What follows belongs to an exercise in optimizing a design on an open flow for small area and a short achievable clock period; a production flow would make more cautious choices. RTL that was checked went through simulation tests only; none was proved equivalent to the original. No activity file was given, so power comes from the tool's default toggle rates.

==> flow/design.v (excerpt) <==
module PE (
    input  wire               clk,
    input  wire               rst,
    input  wire               en,
    input  wire               mode_residual,
    input  wire signed [15:0] input_data,
    input  wire signed [15:0] weight_data,
    input  wire signed [15:0] residual_data,
    output reg  signed [15:0] output_data,
    output wire               input_sparse,
    output wire               weight_sparse,
    output wire               computation_skipped,
    output reg         [15:0] sparse_count,
    output reg         [15:0] total_count
);
==> flow/config.mk <==
export PLATFORM = sky130hd
export DESIGN_NAME = PE
export DESIGN_NICKNAME = PE
export VERILOG_FILES = /design/flow/design.v
export SDC_FILE = /design/flow/constraint.sdc
export NUM_CORES = 4
export LEC_CHECK = 0
export CAP_MARGIN = 20
export CORE_MARGIN = 2
export CORE_UTILIZATION = 55
export PLACE_DENSITY = 0.7
export SETUP_SLACK_MARGIN = 3.5
export SLEW_MARGIN = 20
export SYNTH_HIERARCHICAL = 1
export SYNTH_MINIMUM_KEEP_SIZE = 0
==> flow/constraint.sdc <==
create_clock -name core_clock -period 8.0 [get_ports {clk}]
set_input_delay 1.6000 -clock core_clock [delete_from_list [all_inputs] [get_ports {clk}]]
set_output_delay 1.6000 -clock core_clock [all_outputs]
set_load 0.01 [all_outputs]
standard.sh (not shown) runs the stock make flow with config.mk's settings and CLKGATE_MAP_FILE= SYNTH_SCRIPT=/design/flow/synth_recipe.tcl, a recipe that flattens the netlist after the stock synthesis.
==> flow/flow/run.sh <==
#!/bin/bash
# Standard ORFS layout with two changes:
#  - port buffers use the smallest buffer cell (buffer_ports' default pick is clkdlybuf4s50_1);
#  - after synthesis every combinational cell starts at drive strength 1 (flow/downsize.tcl),
#    and timing repair sizes up only what the timing needs.
set -euo pipefail
export BUFFER_PORTS_ARGS="-buffer_cell sky130_fd_sc_hd__buf_1"
export POST_SYNTH_TCL="$(pwd)/flow/downsize.tcl"
bash standard.sh finish > standard_flow.log 2>&1
==> flow/flow/downsize.tcl <==
# Sourced after the synthesized netlist is loaded (POST_SYNTH_TCL): set every
# combinational cell to its smallest (_1) drive strength; the later timing repair
# sizes up the cells that need it. Flip-flops are left as synthesis made them.
set db [ord::get_db]
set n 0
foreach inst [[ord::get_db_block] getInsts] {
  set m [[$inst getMaster] getName]
  if {[regexp {^(sky130_fd_sc_hd__[a-z0-9]+)_([0-9]+)$} $m -> base d]} {
    if {[string match "*__df*" $base] || [string match "*__dl*" $base] || [string match "*__sdf*" $base]} { continue }
    if {$d > 1} {
      set nm [$db findMaster ${base}_1]
      if {$nm ne "NULL" && $nm ne ""} { $inst swapMaster $nm; incr n }
    }
  }
}
puts "downsize.tcl: set $n cells to drive strength 1"
Then changed:
CORE_UTILIZATION = 40   (was 55)
PLACE_DENSITY = 0.6   (was 0.7)
SETUP_SLACK_MARGIN = 3.6   (was 3.5)
Outcome:
- The new run produced a clean layout
- clock power falls by a little under a tenth
- global-route usage fell by 8.7 points
- via count decreases by a few percent
- die area goes up by well over a third
- total power went down by a few percent
- first-iteration DRC count went down by a quarter to a third
- non-clock buffer count grows by 7
- final cell count goes up by a few percent
- cell area climbs by a few percent
- critical path depth decreases by 3
- routed wire length came out lower by a few percent
Then changed:
SETUP_SLACK_MARGIN = 3.4   (was 3.6)
After rerunning: Via count is higher by 0.30%. Clock power is lower by 5.2%. Hold slack loses 4.3 ps.
Then changed:
SETUP_SLACK_MARGIN = 3.7   (was 3.4)
Count of clock-buffer cells in the layout drops by 3.
Total power stays flat.
Core utilization climbs by 1.9 points.
Die area stays the same.
Area after synthesis is unchanged.
Fmax climbs by 6.5%.
Critical path depth is unchanged.

---

Another version of the RTL of PE (not shown whole).
For scale: roughly 690 cells after synthesis, ~100 I/O pins.
export LEC_CHECK = 0
export CAP_MARGIN = 20
export CORE_MARGIN = 2
export CORE_UTILIZATION = 40
export CTS_BUF_LIST = sky130_fd_sc_hd__clkbuf_8
export PLACE_DENSITY = 0.6
export SETUP_SLACK_MARGIN = 3.5
export SLEW_MARGIN = 20
export SYNTH_HIERARCHICAL = 1
export SYNTH_MINIMUM_KEEP_SIZE = 0
create_clock -name core_clock -period 8.0 [get_ports {clk}]
Scripts as last shown in full above: flow/flow/run.sh, flow/flow/downsize.tcl
The starting point completed with no timing, DRC or antenna violations.
==> next run, changes <==
CTS_BUF_LIST = default   (was sky130_fd_sc_hd__clkbuf_8)
PLACE_DENSITY = 0.7   (was 0.6)
Outcome: Critical path depth goes up by 3; synthesized cell count does not change; wire length goes up by 1.7%; register-to-register slack hardly moves; total power goes up by 5.4%; die area is unchanged; design area goes up by 1.7%.
==> next run, changes <==
CTS_BUF_LIST = sky130_fd_sc_hd__clkbuf_8   (was default)
PLACE_DENSITY = 0.6   (was 0.7)
SETUP_SLACK_MARGIN = 3.4   (was 3.5)
Effect: Final area went down by a few percent; routed wire length shrinks slightly; critical path depth shrinks by 3; clock-buffer cell count stays the same; area after synthesis does not change; first-iteration DRC count drops by a quarter to a third; via count went down by a few percent.
No functional check of the RTL was part of any run of this note.

---

PE again, from the RTL that the note above started with.
==> flow/design.v (excerpt) <==
module PE (
    input  wire               clk,
    input  wire               rst,
    input  wire               en,
    input  wire               mode_residual,
    input  wire signed [15:0] input_data,
    input  wire signed [15:0] weight_data,
    input  wire signed [15:0] residual_data,
    output reg  signed [15:0] output_data,
    output wire               input_sparse,
    output wire               weight_sparse,
    output wire               computation_skipped,
    output reg         [15:0] sparse_count,
    output reg         [15:0] total_count
);
    assign input_sparse  = (input_data[15:4] == 12'h000) |
                           ((input_data[15:4] == 12'hfff) & (input_data[3:0] != 4'h0));
    assign weight_sparse = (weight_data[15:4] == 12'h000) |
                           ((weight_data[15:4] == 12'hfff) & (weight_data[3:0] != 4'h0));
    assign computation_skipped = input_sparse | weight_sparse;
    wire mac = en & ~computation_skipped;
    reg  [15:0] acc_s;
  ...
export LEC_CHECK = 0
export CAP_MARGIN = 20
export CORE_MARGIN = 2
export CORE_UTILIZATION = 40
export CTS_BUF_LIST = sky130_fd_sc_hd__clkbuf_8
export PLACE_DENSITY = 0.6
export SETUP_SLACK_MARGIN = 3.6
export SLEW_MARGIN = 20
export SYNTH_HIERARCHICAL = 1
export SYNTH_MINIMUM_KEEP_SIZE = 0
create_clock -name core_clock -period 8.0 [get_ports {clk}]
Scripts as last shown in full above: flow/flow/run.sh, flow/flow/downsize.tcl
Next try:
- CTS_BUF_LIST: sky130_fd_sc_hd__clkbuf_8 -> not set
- PLACE_DENSITY: 0.6 -> 0.5
- SETUP_SLACK_MARGIN: 3.6 -> 3.5
The new run went through all stages and came out clean.
Maximum frequency goes down by about 3%.
Register-to-register slack improves by 20 ps.
Non-clock buffer count goes up by 4.
Combinational power hardly moves.
Synthesized area does not change.
Worst setup slack degrades by 140 ps.
First-iteration DRC count goes down by 16%.
Sequential power goes down by about 0.7%.
Wire length goes up by 6.3%.
Power goes up by 4.1%.
Function was not checked in any run of this note: the RTL went through the layout flow alone.

---

Setup of branch indigo:
Another version of the RTL of PE (not shown whole).
For scale: roughly 680 cells after synthesis, ~100 I/O pins.
Settings: LEC_CHECK=0, CAP_MARGIN=20, CORE_MARGIN=2, CORE_UTILIZATION=40, CTS_BUF_LIST=sky130_fd_sc_hd__clkbuf_8, CTS_CLUSTER_DIAMETER=150, CTS_CLUSTER_SIZE=50, PLACE_DENSITY=0.6, SETUP_SLACK_MARGIN=3.5, SLEW_MARGIN=20, SYNTH_HIERARCHICAL=1, SYNTH_MINIMUM_KEEP_SIZE=0; clock period 8.0 ns.
Scripts as last shown in full above: flow/flow/run.sh, flow/flow/downsize.tcl
branch indigo: no failed stages, no open violations at the end
Here is what was changed in the inputs of branch violet compared with branch indigo.
--- a/flow/config.mk
+++ b/flow/config.mk
@@ -12,2 +11,0 @@
-export CTS_CLUSTER_DIAMETER = 150
-export CTS_CLUSTER_SIZE = 50
Results
branch violet: done, clean on timing, DRC and antenna. Design area: branch indigo vs branch violet identical. branch indigo -> branch violet: first-pass GRT wire length delta 0, exact match. Comparing branch violet with branch indigo, the pin count of the biggest net entering global routing came out essentially unchanged. Diff branch indigo -> branch violet: clock latency on the worst-skew pair shows no meaningful change; number of hold buffers added after CTS was more or less identical; fraction of area in clock buffers and inverters closely matched the old numbers. As far as worst-case vdd ir drop goes, branch indigo and branch violet are indistinguishable; the numbers are identical. Diff branch indigo..branch violet | final estimated routing congestion in global placement | unchanged. Diff branch indigo..branch violet | number of vias per cell after detailed routing | unchanged. Compared with branch indigo, in branch violet fmax flat; routed wire length flat.

[afterwards: timing with drivers on the ports]
In the flow no input, the clock included, has a driving cell. The finished layouts below were timed again as built, in two steps. Step 1 (the two cells are an assumption about what drives the block):
set clk [get_ports {clk}]
set_driving_cell -lib_cell sky130_fd_sc_hd__clkbuf_16 $clk
set_driving_cell -lib_cell sky130_fd_sc_hd__buf_2 [delete_from_list [all_inputs] $clk]
Step 2, shift: input delay + t, output delay - t, t = (earliest + latest rising clock arrival at the registers) / 2. This alone moves slack from input paths to output paths. a / b / c = ideal ports / drivers / drivers and shift; a / b = the first two.
run	shift t [ns]	slack for setup (ns)	hold WS [ns]	clock arrival spread, ns	worst slew at a driven data input, ns
the first run of note 1	0.389	3.534 / 3.536 / 3.147	0.471 / 0.471 / 0.471	0.009 / 0.009	0.05
the second run of note 1	0.372	3.540 / 3.514 / 3.253	0.467 / 0.467 / 0.467	0.007 / 0.007	0.05
the third run of note 1	0.369	3.340 / 3.316 / 3.138	0.463 / 0.463 / 0.463	0.007 / 0.007	0.06
the fourth run of note 1	0.372	3.624 / 3.603 / 3.257	0.467 / 0.467 / 0.467	0.007 / 0.007	0.06
the first run of note 2	0.394	3.551 / 3.529 / 3.212	0.471 / 0.471 / 0.471	0.014 / 0.014	0.07
the second run of note 2	0.380	3.517 / 3.518 / 3.158	0.472 / 0.472 / 0.472	0.010 / 0.009	0.06
the third run of note 2	0.383	3.449 / 3.420 / 3.116	0.472 / 0.472 / 0.472	0.011 / 0.011	0.06
the first run of note 3	0.382	3.636 / 3.616 / 3.234	0.470 / 0.470 / 0.470	0.011 / 0.011	0.06
the second run of note 3	0.377	3.499 / 3.479 / 3.146	0.474 / 0.474 / 0.474	0.011 / 0.011	0.04
branch indigo	0.388	3.559 / 3.538 / 3.200	0.470 / 0.470 / 0.470	0.012 / 0.013	0.05
branch violet	0.388	3.559 / 3.538 / 3.200	0.470 / 0.470 / 0.470	0.012 / 0.013	0.05
After both steps setup and hold are still met in every run listed. For the first run of note 3, which loses most, drivers alone change the setup slack by -0.020 ns; drivers and shift together by -0.402 ns.
